What follows belongs to an exercise in optimizing a design on an open flow for small area; a production flow would make more cautious choices. Function was checked by simulation only, so behaviour that the tests miss may differ from the original.

Setup of oak:
## FFT
module FFT(
input clk,
input rst_n,
input in_valid,
input signed [11:0] din_r,
input signed [11:0] din_i,
output out_valid,
output signed [15:0] dout_r,
output signed [15:0] dout_i
);
reg [31:0] R [0:31];       
reg [7:0]  t;              
reg        ov;             
reg        osel;           
wire run = in_valid | (t != 8'd0);
wire [7:0] tn = t + 8'd1;
always @(posedge clk or negedge rst_n) begin
	if (!rst_n) begin
		t    <= 8'd0;
		ov   <= 1'b0;
		osel <= 1'b0;
	end else begin
		if (run && t != 8'd160) t <= tn;
		ov   <= (t >= 8'd102 && t < 8'd118) || (t >= 8'd135 && t < 8'd151);
		osel <= (t < 8'd118) ? t[0] : !t[0];
	end
end
assign out_valid = ov;
assign dout_r = osel ? R[23][31:16] : R[6][31:16];
assign dout_i = osel ? R[23][15:0]  : R[6][15:0];
function [15:0] radd(input [15:0] a, input [15:0] b, input ci);
	integer j;
	reg c;
	begin
		c = ci;
		for (j = 0; j < 16; j = j + 1) begin
			radd[j] = a[j] ^ b[j] ^ c;
			c = (a[j] & b[j]) | (a[j] & c) | (b[j] & c);
		end
	end
endfunction
function [31:0] cadd(input [31:0] a, input [31:0] b);
  ...
For scale: ~3700 cells after synthesis, roughly 1000 flip-flops, ~60 I/O pins, roughly 43000 µm² of cells after synthesis.
==> flow/config.mk <==
export PLATFORM = sky130hd
export DESIGN_NAME = FFT
export DESIGN_NICKNAME = FFT
export VERILOG_FILES = /design/flow/design.v
export SDC_FILE = /design/flow/constraint.sdc
export NUM_CORES = 4
export LEC_CHECK = 0
export ABC_AREA = 1
export CAP_MARGIN = 10
export CORE_MARGIN = 2
export CORE_UTILIZATION = 40
export CTS_BUF_LIST = sky130_fd_sc_hd__clkbuf_16
export CTS_CLUSTER_DIAMETER = 100
export CTS_CLUSTER_SIZE = 27
export SLEW_MARGIN = 10
==> flow/constraint.sdc <==
create_clock -name core_clock -period 36.0 [get_ports {clk}]
set_input_delay 7.2000 -clock core_clock [delete_from_list [all_inputs] [get_ports {clk}]]
set_output_delay 7.2000 -clock core_clock [all_outputs]
set_load 0.01 [all_outputs]
standard.sh (not shown) runs the stock make flow with config.mk's settings and CLKGATE_MAP_FILE= SYNTH_SCRIPT=/design/flow/synth_recipe.tcl, a recipe that flattens the netlist after the stock synthesis.
==> flow/flow/run.sh <==
#!/bin/bash
# The standard layout, with three changes:
# - Yosys's early ABC pass (in synth's "fine" step) is skipped, so that the full adders written
#   in the RTL reach extract_fa in their own polarity. The final ABC mapping, the registers and
#   their names are as in the standard synthesis.
# - every port still gets its own buffer, but the smallest one (buf_1).
# - after global routing, gates with timing slack are sized down (ORFS's RECOVER_POWER step).
set -euo pipefail
bash standard.sh SYNTH_ARGS=-noabc "BUFFER_PORTS_ARGS=-buffer_cell sky130_fd_sc_hd__buf_1" RECOVER_POWER=100 finish > flow_make.log 2>&1
Complete run, failing final checks: oak, reason max-capacitance violations, max-slew violations.
Input changes introduced in pine (baseline for comparison: oak):
- PLACE_DENSITY now 0.75, previously not set
- CORE_UTILIZATION now 60, was 40
- CTS_CLUSTER_SIZE now 22, was 27
==> flow/run.sh (new file) <==
#!/bin/bash
# synth_recipe.tcl (not shown) runs the flow's synth.tcl, then flattens the netlist and writes it again
# the make line also repeats each setting of config.mk as NAME=value (left out here)
make -C /OpenROAD-flow-scripts/flow DESIGN_CONFIG=/design/flow/config.mk WORK_HOME=/design/flow/orfs CLKGATE_MAP_FILE= SYNTH_SCRIPT=/design/flow/synth_recipe.tcl finish
removed: flow/flow/run.sh
removed: flow/standard.sh
### Flow results
pine completed; timing, DRC and antenna clean
Fraction of the cycle the final worst path needs, oak and pine, lower one = pine.
Sequential share of cell area (pine over oak): decrease, 0.96 points
Lower met3 track utilization from global routing goes to oak over pine.
Changes in birch relative to pine:
- PLACE_DENSITY removed (was 0.75)
- CORE_UTILIZATION changed from 60 to 40
==> run summary <==
Taking pine as the reference, in birch wire length of the first global-routing pass saw an increase; setup slack saw little to no change; cell count saw an increase; area growth from synthesis to layout saw an increase.
birch did not stop at any stage, and its layout met the timing, design-rule and antenna checks.
pine: done, clean on timing, DRC and antenna
Of the two candidates, pine has the better total die area and birch the worse one.
For maple, these inputs were changed with respect to birch:
- changing CTS_CLUSTER_SIZE from 22 to 27
==> flow/flow/run.sh (new file) <==
#!/bin/bash
# The standard layout (standard.sh), with these changes:
# - synthesis: Yosys's early ABC pass (in synth's "fine" step) is skipped (SYNTH_ARGS=-noabc), so
#   the full adders written in the RTL reach extract_fa in their own polarity; the final ABC
#   mapping uses flow/area.abc (area-only mapping) through flow/synth_wrap.tcl, which otherwise
#   runs synth_recipe.tcl unchanged, so the registers and their names are the standard ones.
# - every port still gets its own buffer, but the smallest one (buf_1).
set -euo pipefail
here=$(pwd)
bash standard.sh SYNTH_ARGS=-noabc \
  "BUFFER_PORTS_ARGS=-buffer_cell sky130_fd_sc_hd__buf_1" \
  SYNTH_SCRIPT="$here/flow/synth_wrap.tcl" \
  FLOW_SYNTH_TCL="$here/synth_recipe.tcl" \
  AREA_ABC_SCRIPT="$here/flow/area.abc" \
  finish > flow_make.log 2>&1
==> flow/flow/area.abc (new file) <==
strash
dch
map -a
strash
dch
map -a
topo
dnsize -c
==> flow/flow/synth_wrap.tcl (new file) <==
# The standard flow's synthesis script (synth_recipe.tcl, which sources ORFS's synth.tcl) with one change:
# the final ABC technology mapping runs flow/area.abc, an area-only mapping script, in place of
# ORFS's abc_area.script. Everything else (passes, flattening, renaming, registers) is unchanged.
proc abc {args} {
  set i [lsearch $args -script]
  if {$i >= 0} { set args [lreplace $args $i [expr {$i + 1}] -script $::env(AREA_ABC_SCRIPT)] }
  yosys abc {*}$args
}
source $::env(FLOW_SYNTH_TCL)
==> flow/standard.sh (new file) <==
#!/bin/bash
# synth_recipe.tcl (not shown) runs the flow's synth.tcl, then flattens the netlist and writes it again
# the make line also repeats each setting of config.mk as NAME=value (left out here)
make -C /OpenROAD-flow-scripts/flow DESIGN_CONFIG=/design/flow/config.mk WORK_HOME=/design/flow/orfs CLKGATE_MAP_FILE= SYNTH_SCRIPT=/design/flow/synth_recipe.tcl "${@:-finish}"
removed: flow/run.sh
==> comparison <==
- maple against birch: mux contribution to synthesized area up 0.65 points, count of final max-slew check failures stayed essentially flat, count of clock-buffer cells in the layout saw a decrease.

Another version of the RTL of FFT (not shown whole).
For scale: about 3,300 cells after synthesis, roughly 1,000 flip-flops, ~41,000 µm² of cells after synthesis.
Settings: LEC_CHECK=0, ABC_AREA=1, CAP_MARGIN=10, CORE_MARGIN=2, CORE_UTILIZATION=40, CTS_BUF_LIST=sky130_fd_sc_hd__clkbuf_16, CTS_CLUSTER_DIAMETER=100, CTS_CLUSTER_SIZE=27, SLEW_MARGIN=10; clock period 36.0 ns.
==> flow/flow/run.sh <==
#!/bin/bash
# The standard layout (standard.sh), with these changes:
# - synthesis: Yosys's early ABC pass (in synth's "fine" step) is skipped (SYNTH_ARGS=-noabc), so
#   the full adders written in the RTL reach extract_fa in their own polarity; the final ABC
#   mapping uses flow/area.abc (area-oriented amap mapping) through flow/synth_wrap.tcl, which otherwise
#   runs synth_recipe.tcl unchanged, so the registers and their names are the standard ones.
# - every port still gets its own buffer, but the smallest one (buf_1).
set -euo pipefail
here=$(pwd)
bash standard.sh SYNTH_ARGS=-noabc \
  "BUFFER_PORTS_ARGS=-buffer_cell sky130_fd_sc_hd__buf_1" \
  SYNTH_SCRIPT="$here/flow/synth_wrap.tcl" \
  FLOW_SYNTH_TCL="$here/synth_recipe.tcl" \
  AREA_ABC_SCRIPT="$here/flow/area.abc" \
  finish > flow_make.log 2>&1
==> flow/flow/area.abc <==
strash
dch -f
amap
topo
dnsize -c
==> flow/flow/synth_wrap.tcl <==
# The standard flow's synthesis script (synth_recipe.tcl, which sources ORFS's synth.tcl) with one change:
# the final ABC technology mapping runs flow/area.abc, an area-oriented mapping script (amap), in place of
# ORFS's abc_area.script. Everything else (passes, flattening, renaming, registers) is unchanged.
proc abc {args} {
  set i [lsearch $args -script]
  if {$i >= 0} { set args [lreplace $args $i [expr {$i + 1}] -script $::env(AREA_ABC_SCRIPT)] }
  yosys abc {*}$args
}
source $::env(FLOW_SYNTH_TCL)
Next try:
--- a/flow/flow/run.sh
+++ b/flow/flow/run.sh
@@ -3,5 +3,5 @@
 # - synthesis: Yosys's early ABC pass (in synth's "fine" step) is skipped (SYNTH_ARGS=-noabc), so
 #   the full adders written in the RTL reach extract_fa in their own polarity; the final ABC
-#   mapping uses flow/area.abc (area-oriented amap mapping) through flow/synth_wrap.tcl, which otherwise
+#   mapping uses flow/area.abc (area-only mapping) through flow/synth_wrap.tcl, which otherwise
 #   runs synth_recipe.tcl unchanged, so the registers and their names are the standard ones.
 # - every port still gets its own buffer, but the smallest one (buf_1).
==> flow/flow/area.abc (replaced) <==
strash
dch
map -a
strash
dch
map -a
topo
dnsize -c
==> flow/flow/synth_wrap.tcl (replaced) <==
# The standard flow's synthesis script (synth_recipe.tcl, which sources ORFS's synth.tcl) with one change:
# the final ABC technology mapping runs flow/area.abc, an area-only mapping script, in place of
# ORFS's abc_area.script. Everything else (passes, flattening, renaming, registers) is unchanged.
proc abc {args} {
  set i [lsearch $args -script]
  if {$i >= 0} { set args [lreplace $args $i [expr {$i + 1}] -script $::env(AREA_ABC_SCRIPT)] }
  yosys abc {*}$args
}
source $::env(FLOW_SYNTH_TCL)
Outcome: Design area climbs by 0.62%; wire length drops by 2.3%; utilization climbs by 0.15 points; worst hold slack is better by 0.020 ns; die area climbs by about 0.7%; clock skew drops by 0.0046 ns.
Next try:
Settings changed: GPL_TIMING_DRIVEN set to 0.
Maximum frequency drops by 7.1%.
Synthesized cell count is unchanged.
Critical path depth drops by 1.
Next try:
--- a/flow/flow/run.sh
+++ b/flow/flow/run.sh
@@ -3,5 +3,5 @@
 # - synthesis: Yosys's early ABC pass (in synth's "fine" step) is skipped (SYNTH_ARGS=-noabc), so
 #   the full adders written in the RTL reach extract_fa in their own polarity; the final ABC
-#   mapping uses flow/area.abc (area-only mapping) through flow/synth_wrap.tcl, which otherwise
+#   mapping uses flow/area.abc (area-oriented amap mapping) through flow/synth_wrap.tcl, which otherwise
 #   runs synth_recipe.tcl unchanged, so the registers and their names are the standard ones.
 # - every port still gets its own buffer, but the smallest one (buf_1).
==> flow/flow/area.abc (replaced) <==
strash
dch -f
amap
topo
dnsize -c
--- a/flow/flow/synth_wrap.tcl
+++ b/flow/flow/synth_wrap.tcl
@@ -1,4 +1,4 @@
 # The standard flow's synthesis script (synth_recipe.tcl, which sources ORFS's synth.tcl) with one change:
-# the final ABC technology mapping runs flow/area.abc, an area-only mapping script, in place of
+# the final ABC technology mapping runs flow/area.abc, an area-oriented mapping script (amap), in place of
 # ORFS's abc_area.script. Everything else (passes, flattening, renaming, registers) is unchanged.
 proc abc {args} {
Settings changed: CTS_CLUSTER_SIZE 27 to 30, GPL_TIMING_DRIVEN 0 to unset.
Outcome: The changed run completed with no timing, DRC or antenna violations; utilization went down by 0.46 points; worst setup slack improves by 0.86 ns; wire length rises by 6.8%; design area decreases by 1.3%.

P:
RTL: one of the versions met above, not the one the previous note started from.
Size in the first run: about 3700 cells after synthesis, about 1000 flip-flops, roughly 60 I/O pins.
export LEC_CHECK = 0
export ABC_AREA = 1
export CAP_MARGIN = 10
export CORE_MARGIN = 2
export CORE_UTILIZATION = 55
export CTS_BUF_LIST = sky130_fd_sc_hd__clkbuf_16
export CTS_CLUSTER_DIAMETER = 100
export CTS_CLUSTER_SIZE = 27
export PLACE_DENSITY = 0.7
export SLEW_MARGIN = 10
create_clock -name core_clock -period 36.0 [get_ports {clk}]
==> flow/flow/run.sh <==
#!/bin/bash
# The standard layout, with two changes:
# - Yosys's early ABC pass (in synth's "fine" step) is skipped, so that the full adders written
#   in the RTL reach extract_fa in their own polarity. The final ABC mapping, the registers and
#   their names are as in the standard synthesis.
# - every port still gets its own buffer, but the smallest one (buf_1).
set -euo pipefail
bash standard.sh SYNTH_ARGS=-noabc "BUFFER_PORTS_ARGS=-buffer_cell sky130_fd_sc_hd__buf_1" finish > flow_make.log 2>&1
P has completed all stages; timing, DRC and antenna checks passed.
What Q does differently from P at the input level:
==> flow/flow/run.sh <==
#!/bin/bash
# The standard layout, with Yosys's early ABC pass (in synth's "fine" step) skipped, so that
# the full adders written in the RTL reach extract_fa in their own polarity. The final ABC
# mapping, the registers and their names are as in the standard synthesis.
set -euo pipefail
bash standard.sh SYNTH_ARGS=-noabc finish > flow_make.log 2>&1
--- a/flow/config.mk
+++ b/flow/config.mk
@@ -11 +11 @@
-export CORE_UTILIZATION = 55
+export CORE_UTILIZATION = 40
@@ -15 +14,0 @@
-export PLACE_DENSITY = 0.7
Min amount of wire on met2 after detailed routing across P and Q: P
Lower sequential share of layout area among P and Q: Q
Against P as the reference, Q delivers a higher cell area after placement.
Overall overflow remaining after global route: Q vs P identical
Q has less setup slack than P.
| total area of multi-input combinational cells | Q vs P | ≈ equal |
Number of buffers between clock root and the deepest sink essentially unchanged between Q and P.
Going from P to Q, number of filler cells placed in the layout up 3685; clock network area share decreased by 0.22 points relative to the old numbers.

Starting RTL as in the previous note.
Design FFT, start of the top module:
module FFT(
input clk,
input rst_n,
input in_valid,
input signed [11:0] din_r,
input signed [11:0] din_i,
output out_valid,
output signed [15:0] dout_r,
output signed [15:0] dout_i
);
==> flow/config.mk <==
export PLATFORM = sky130hd
export DESIGN_NAME = FFT
export DESIGN_NICKNAME = FFT
export VERILOG_FILES = /design/flow/design.v
export SDC_FILE = /design/flow/constraint.sdc
export NUM_CORES = 4
export LEC_CHECK = 0
export ABC_AREA = 1
export CAP_MARGIN = 10
export CORE_MARGIN = 2
export CORE_UTILIZATION = 40
export CTS_BUF_LIST = sky130_fd_sc_hd__clkbuf_16
export CTS_CLUSTER_DIAMETER = 100
export CTS_CLUSTER_SIZE = 27
export SLEW_MARGIN = 10
==> flow/constraint.sdc <==
create_clock -name core_clock -period 36.0 [get_ports {clk}]
set_input_delay 7.2000 -clock core_clock [delete_from_list [all_inputs] [get_ports {clk}]]
set_output_delay 7.2000 -clock core_clock [all_outputs]
set_load 0.01 [all_outputs]
==> flow/flow/run.sh <==
#!/bin/bash
# The standard layout, with two changes:
# - Yosys's early ABC pass (in synth's "fine" step) is skipped, so that the full adders written
#   in the RTL reach extract_fa in their own polarity. The final ABC mapping, the registers and
#   their names are as in the standard synthesis.
# - every port still gets its own buffer, but the smallest one (buf_1).
set -euo pipefail
bash standard.sh SYNTH_ARGS=-noabc "BUFFER_PORTS_ARGS=-buffer_cell sky130_fd_sc_hd__buf_1" finish > flow_make.log 2>&1
The baseline passed the timing, design-rule and antenna checks.
Next try:
==> flow/flow/run.sh (replaced) <==
#!/bin/bash
# The standard layout, with Yosys's early ABC pass (in synth's "fine" step) skipped, so that
# the full adders written in the RTL reach extract_fa in their own polarity. The final ABC
# mapping, the registers and their names are as in the standard synthesis.
set -euo pipefail
bash standard.sh SYNTH_ARGS=-noabc finish > flow_make.log 2>&1
--- a/flow/config.mk
+++ b/flow/config.mk
@@ -12,4 +12,4 @@
 export CTS_BUF_LIST = sky130_fd_sc_hd__clkbuf_16
 export CTS_CLUSTER_DIAMETER = 100
-export CTS_CLUSTER_SIZE = 27
+export CTS_CLUSTER_SIZE = 22
 export SLEW_MARGIN = 10
Count of clock-buffer cells in the layout is higher by 9; utilization came out higher by 0.58 points; final area came out higher slightly; cell count barely changes; global-route usage falls by 0.18 points; sequential share of layout area fell by 0.59 points; fmax shrinks slightly; first-iteration DRC count fell by a few percent.

[afterwards: timing with drivers on the ports]
The flow's constraints put no driver on any port. The routed layouts listed below were extracted and timed again, unchanged, in two steps.
Step 1 sets driving cells, clkbuf_16 on the clock port and buf_2 on the other inputs (assumed; they add their load-dependent delay and slew).
Step 2 times the ports against the registers' clock, not the clock port: input delays grow and output delays shrink by t, the midpoint of the rising clock arrivals with the driver on.
Three values: ideal ports, drivers, drivers and shift; two values: the first two.
run | t (ns) | setup WS [ns] | cell pins on the clock port's net
oak | 0.682 | 13.374 / 13.407 / 12.725 | 1
pine | 0.697 | 14.238 / 14.228 / 13.531 | 1
birch | 0.716 | 14.239 / 14.093 / 13.377 | 1
maple | 0.683 | 13.686 / 13.713 / 13.030 | 1
the first run of note 2 | 0.680 | 14.031 / 14.073 / 13.393 | 1
the second run of note 2 | 0.683 | 14.798 / 14.845 / 14.161 | 1
the third run of note 2 | 0.685 | 13.181 / 13.221 / 12.536 | 1
the fourth run of note 2 | 0.683 | 14.039 / 14.083 / 13.400 | 1
P | 0.687 | 13.965 / 14.000 / 13.313 | 1
Q | 0.691 | 13.625 / 13.653 / 12.962 | 1
the first run of note 4 | 0.680 | 13.909 / 13.942 / 13.262 | 1
the second run of note 4 | 0.696 | 13.643 / 13.668 / 12.973 | 1
For birch, which loses most, drivers alone change the setup slack by -0.146 ns; drivers and shift together by -0.862 ns.
